Context: an optimization exercise on an open-source flow, tuned for small area. The choices shown serve that exercise and are no tape-out recipe. RTL that was checked went through simulation tests only; none was proved equivalent to the original. No driver is modelled on the clock port, so clocking that relies on it looks cheaper here than on a real chip. Power and IR drop assume default switching activity.

trial 52:
// sv_uart_engine
module sv_uart_engine
#(
  parameter int DATA_WIDTH = 24
)
(
  input  logic                  iclk          ,
  input  logic                  irst          ,
  output logic [DATA_WIDTH-1:0] m_axis_tdata  ,
  output logic                  m_axis_tvalid ,
  input  logic                  m_axis_tready ,
  input  logic [DATA_WIDTH-1:0] s_axis_tdata  ,
  input  logic                  s_axis_tvalid ,
  output logic                  s_axis_tready ,
  input  logic           [15:0] idivider      ,
  output logic                  otx           ,
  input  logic                  irx
);
  logic [7:0] rx_data;
  sv_uart_rx rx__ (
    .iclk          (iclk          ),
    .irst          (irst          ),
    .m_axis_tdata  (rx_data       ),
    .m_axis_tvalid (m_axis_tvalid ),
    .m_axis_tready (m_axis_tready ),
    .idivider      (idivider      ),
    .irx           (irx           )
  );
  assign m_axis_tdata = {{(DATA_WIDTH-8){1'b0}}, rx_data};
  sv_uart_tx tx__ (
    .iclk          (iclk          ),
    .irst          (irst          ),
    .s_axis_tdata  (s_axis_tdata  ),
    .s_axis_tvalid (s_axis_tvalid ),
    .s_axis_tready (s_axis_tready ),
    .idivider      (idivider      ),
    .otx           (otx           )
  );
endmodule
==> module sv_uart_tx, before the edit <==
module sv_uart_tx
(
  input  logic        iclk          ,
  input  logic        irst          ,
  input  logic [23:0] s_axis_tdata  ,
  input  logic        s_axis_tvalid ,
  output logic        s_axis_tready ,
  input  logic [15:0] idivider      ,
  output logic        otx
);
  localparam logic [3:0] P_STOP  = 4'd0;    
  localparam logic [3:0] P_IDLE  = 4'd1;    
  localparam logic [3:0] P_PRE0  = 4'd3;    
  localparam logic [3:0] P_PRE1  = 4'd4;    
  localparam logic [3:0] P_WAIT  = 4'd5;    
  localparam logic [3:0] P_SOP   = 4'd6;    
  localparam logic [3:0] P_START = 4'd7;    
  logic  [3:0] phase;
  logic  [1:0] byte_idx;
  logic [15:0] nbaud;
  logic [23:0] dat;      
  logic        timed;
  logic        bit_end;
  logic        dbit;
  logic [16:0] cy;         
  logic [15:0] nbaud_inc;
  assign cy[0] = 1'b1;
  for (genvar i = 0; i < 16; i++) begin : g_inc
    assign cy[i+1] = cy[i] & nbaud[i];
  end
  assign nbaud_inc = nbaud ^ cy[15:0];
  assign s_axis_tready = (phase == P_IDLE);
  assign timed   = (phase == P_STOP) || (phase[3:1] == 3'b011) || phase[3];
  assign bit_end = timed && cy[16];
  assign dbit    = dat[{byte_idx, phase[2:0]}];
  always_ff @(posedge iclk) begin
    if (timed && !bit_end)  nbaud <= nbaud_inc;
    else                    nbaud <= ~idivider;
    if (s_axis_tvalid && s_axis_tready)
      dat <= {s_axis_tdata[7:0], s_axis_tdata[15:8], s_axis_tdata[23:16]};
    if (s_axis_tvalid && s_axis_tready)  byte_idx <= 2'd0;
    else if (phase == P_STOP && bit_end) byte_idx <= byte_idx + 2'd1;
    if (irst)
      phase <= P_IDLE;
    else case (phase)
      P_IDLE  : if (s_axis_tvalid) phase <= P_PRE0;
      P_PRE0  : phase <= P_PRE1;
      P_PRE1  : phase <= P_WAIT;
      P_WAIT  : phase <= P_SOP;
      P_STOP  : if (bit_end) phase <= (byte_idx == 2'd2) ? P_IDLE : P_WAIT;
      default : if (bit_end) phase <= phase + 4'd1;    
    endcase
  end
  assign otx = !(phase == P_START || phase[3]) || (phase[3] && dbit);
endmodule
==> flow/config.mk <==
export PLATFORM = sky130hd
export DESIGN_NAME = sv_uart_engine
export DESIGN_NICKNAME = sv_uart_engine
export VERILOG_FILES = /design/flow/design.v
export SDC_FILE = /design/flow/constraint.sdc
export NUM_CORES = 4
export LEC_CHECK = 0
export CAP_MARGIN = 0
export CORE_MARGIN = 2
export CORE_UTILIZATION = 50
export PLACE_DENSITY = 0.65
export SLEW_MARGIN = 0
==> flow/constraint.sdc <==
create_clock -name core_clock -period 5.0 [get_ports {iclk}]
set_input_delay 1.0000 -clock core_clock [delete_from_list [all_inputs] [get_ports {iclk}]]
set_output_delay 1.0000 -clock core_clock [all_outputs]
set_load 0.01 [all_outputs]
standard.sh (not shown) runs the stock make flow with config.mk's settings and CLKGATE_MAP_FILE= SYNTH_SCRIPT=/design/flow/synth_recipe.tcl, a recipe that flattens the netlist after the stock synthesis.
==> flow/flow/run.sh <==
#!/bin/bash
# Standard ORFS layout, with these changes: every port gets the smallest
# buffer; logic cells start at their smallest drive strength (flow/downsize.tcl,
# before floorplanning; the repair steps size up what needs it); one tie cell
# drives all constant outputs; the clock tree is built from clkbuf_8, and leaves with at most 10 sinks get clkbuf_4 (flow/cts_leaves.tcl),
# without dummy loads. make's output goes to make_flow.log here; ORFS writes
# each step's log under orfs/logs.
set -euo pipefail
here=$(pwd)
export BUFFER_PORTS_ARGS="-buffer_cell sky130_fd_sc_hd__buf_1"
export CTS_ARGS="-sink_clustering_enable -repair_clock_nets -dont_use_dummy_load -buf_list sky130_fd_sc_hd__clkbuf_8"
export PRE_FLOORPLAN_TCL="$here/flow/downsize.tcl"
export SKIP_REPAIR_TIE_FANOUT=1
export POST_CTS_TCL="$here/flow/cts_leaves.tcl"
bash standard.sh > make_flow.log 2>&1
Other scripts of this flow, unchanged in this note and not shown: flow/flow/cts_leaves.tcl, flow/flow/downsize.tcl
Input-level comparison between trial 47 and trial 52:
-- flow/design.v --
<<< trial 52, line 74
  output logic        otx
);
  localparam logic [3:0] P_STOP  = 4'd0;    
  localparam logic [3:0] P_IDLE  = 4'd1;    
  localparam logic [3:0] P_PRE0  = 4'd3;    
  localparam logic [3:0] P_PRE1  = 4'd4;    
  localparam logic [3:0] P_WAIT  = 4'd5;    
  localparam logic [3:0] P_SOP   = 4'd6;    
  localparam logic [3:0] P_START = 4'd7;    
  logic  [3:0] phase;
  logic  [1:0] byte_idx;
>>> trial 47, line 74
  output logic        otx
);
  localparam logic [3:0] P_STOP  = 4'd8;     
  localparam logic [3:0] P_IDLE  = 4'd10;    
  localparam logic [3:0] P_PRE0  = 4'd11;    
  localparam logic [3:0] P_PRE1  = 4'd12;    
  localparam logic [3:0] P_WAIT  = 4'd13;    
  localparam logic [3:0] P_SOP   = 4'd14;    
  localparam logic [3:0] P_START = 4'd15;    
  logic  [3:0] phase;
  logic  [1:0] byte_idx;
<<< trial 52, line 96
  assign nbaud_inc = nbaud ^ cy[15:0];
  assign s_axis_tready = (phase == P_IDLE);
  assign timed   = (phase == P_STOP) || (phase[3:1] == 3'b011) || phase[3];
  assign bit_end = timed && cy[16];
  assign dbit    = dat[{byte_idx, phase[2:0]}];
>>> trial 47, line 96
  assign nbaud_inc = nbaud ^ cy[15:0];
  assign s_axis_tready = (phase == P_IDLE);
  assign timed   = !phase[3] || (phase == P_STOP) || (phase[3:1] == 3'b111);
  assign bit_end = timed && cy[16];
  assign dbit    = dat[{byte_idx, phase[2:0]}];
<<< trial 52, line 110
    else case (phase)
      P_IDLE  : if (s_axis_tvalid) phase <= P_PRE0;
      P_PRE0  : phase <= P_PRE1;
      P_PRE1  : phase <= P_WAIT;
      P_WAIT  : phase <= P_SOP;
      P_STOP  : if (bit_end) phase <= (byte_idx == 2'd2) ? P_IDLE : P_WAIT;
      default : if (bit_end) phase <= phase + 4'd1;    
    endcase
  end
  assign otx = !(phase == P_START || phase[3]) || (phase[3] && dbit);
endmodule
module sv_uart_engine
>>> trial 47, line 110
    else case (phase)
      P_IDLE  : if (s_axis_tvalid) phase <= P_PRE0;
      P_PRE0, P_PRE1, P_WAIT : phase <= phase + 4'd1;
      P_STOP  : if (bit_end) phase <= (byte_idx == 2'd2) ? P_IDLE : P_WAIT;
      default : if (bit_end) phase <= phase + 4'd1;    
    endcase
  end
  assign otx = phase[3] ? (phase != P_START) : dbit;
endmodule
module sv_uart_engine
## What came out
Sort trial 47 and trial 52 by worst IR drop on VDD, descending, and trial 52 comes first. Changes observed in trial 47 relative to trial 52: worst-skew pair later-pin latency ~0 delta; area of all placed cells without fillers +3.5%; routed wire length +14%; die area +280 um^2. The die boundary width of trial 47 is higher than that of trial 52. Trial 47 ends up with higher floorplan core area than trial 52 does. Re fmax: trial 47 and trial 52 aren't equal, and the higher value belongs to trial 47.
For trial 47, only the layout was checked, not whether the RTL still works.

==> separate check: timing with driven ports <==
In the flow no input, the clock included, has a driving cell. The finished layouts below were timed again as built, in two steps. Step 1 (the two cells are an assumption about what drives the block):
set clk [get_ports {iclk}]
set_driving_cell -lib_cell sky130_fd_sc_hd__clkbuf_16 $clk
set_driving_cell -lib_cell sky130_fd_sc_hd__buf_2 [delete_from_list [all_inputs] $clk]
Step 2 adds t to the input delays and takes it off the output delays; t is the mean of the earliest and latest rising clock arrival at the registers after step 1. Input paths then give back, and output paths get back, about the clock's delay inside the block. Slacks: no drivers / after step 1 / after step 2; pairs: no drivers / after step 1.
run | t, ns | setup WS [ns] | worst data-port slew with drivers (ns)
trial 52 | 0.371 | 0.810 / 0.810 / 0.810 | 0.04
trial 47 | 0.376 | 0.921 / 0.921 / 0.921 | 0.06
After both steps setup and hold are still met in every run listed.
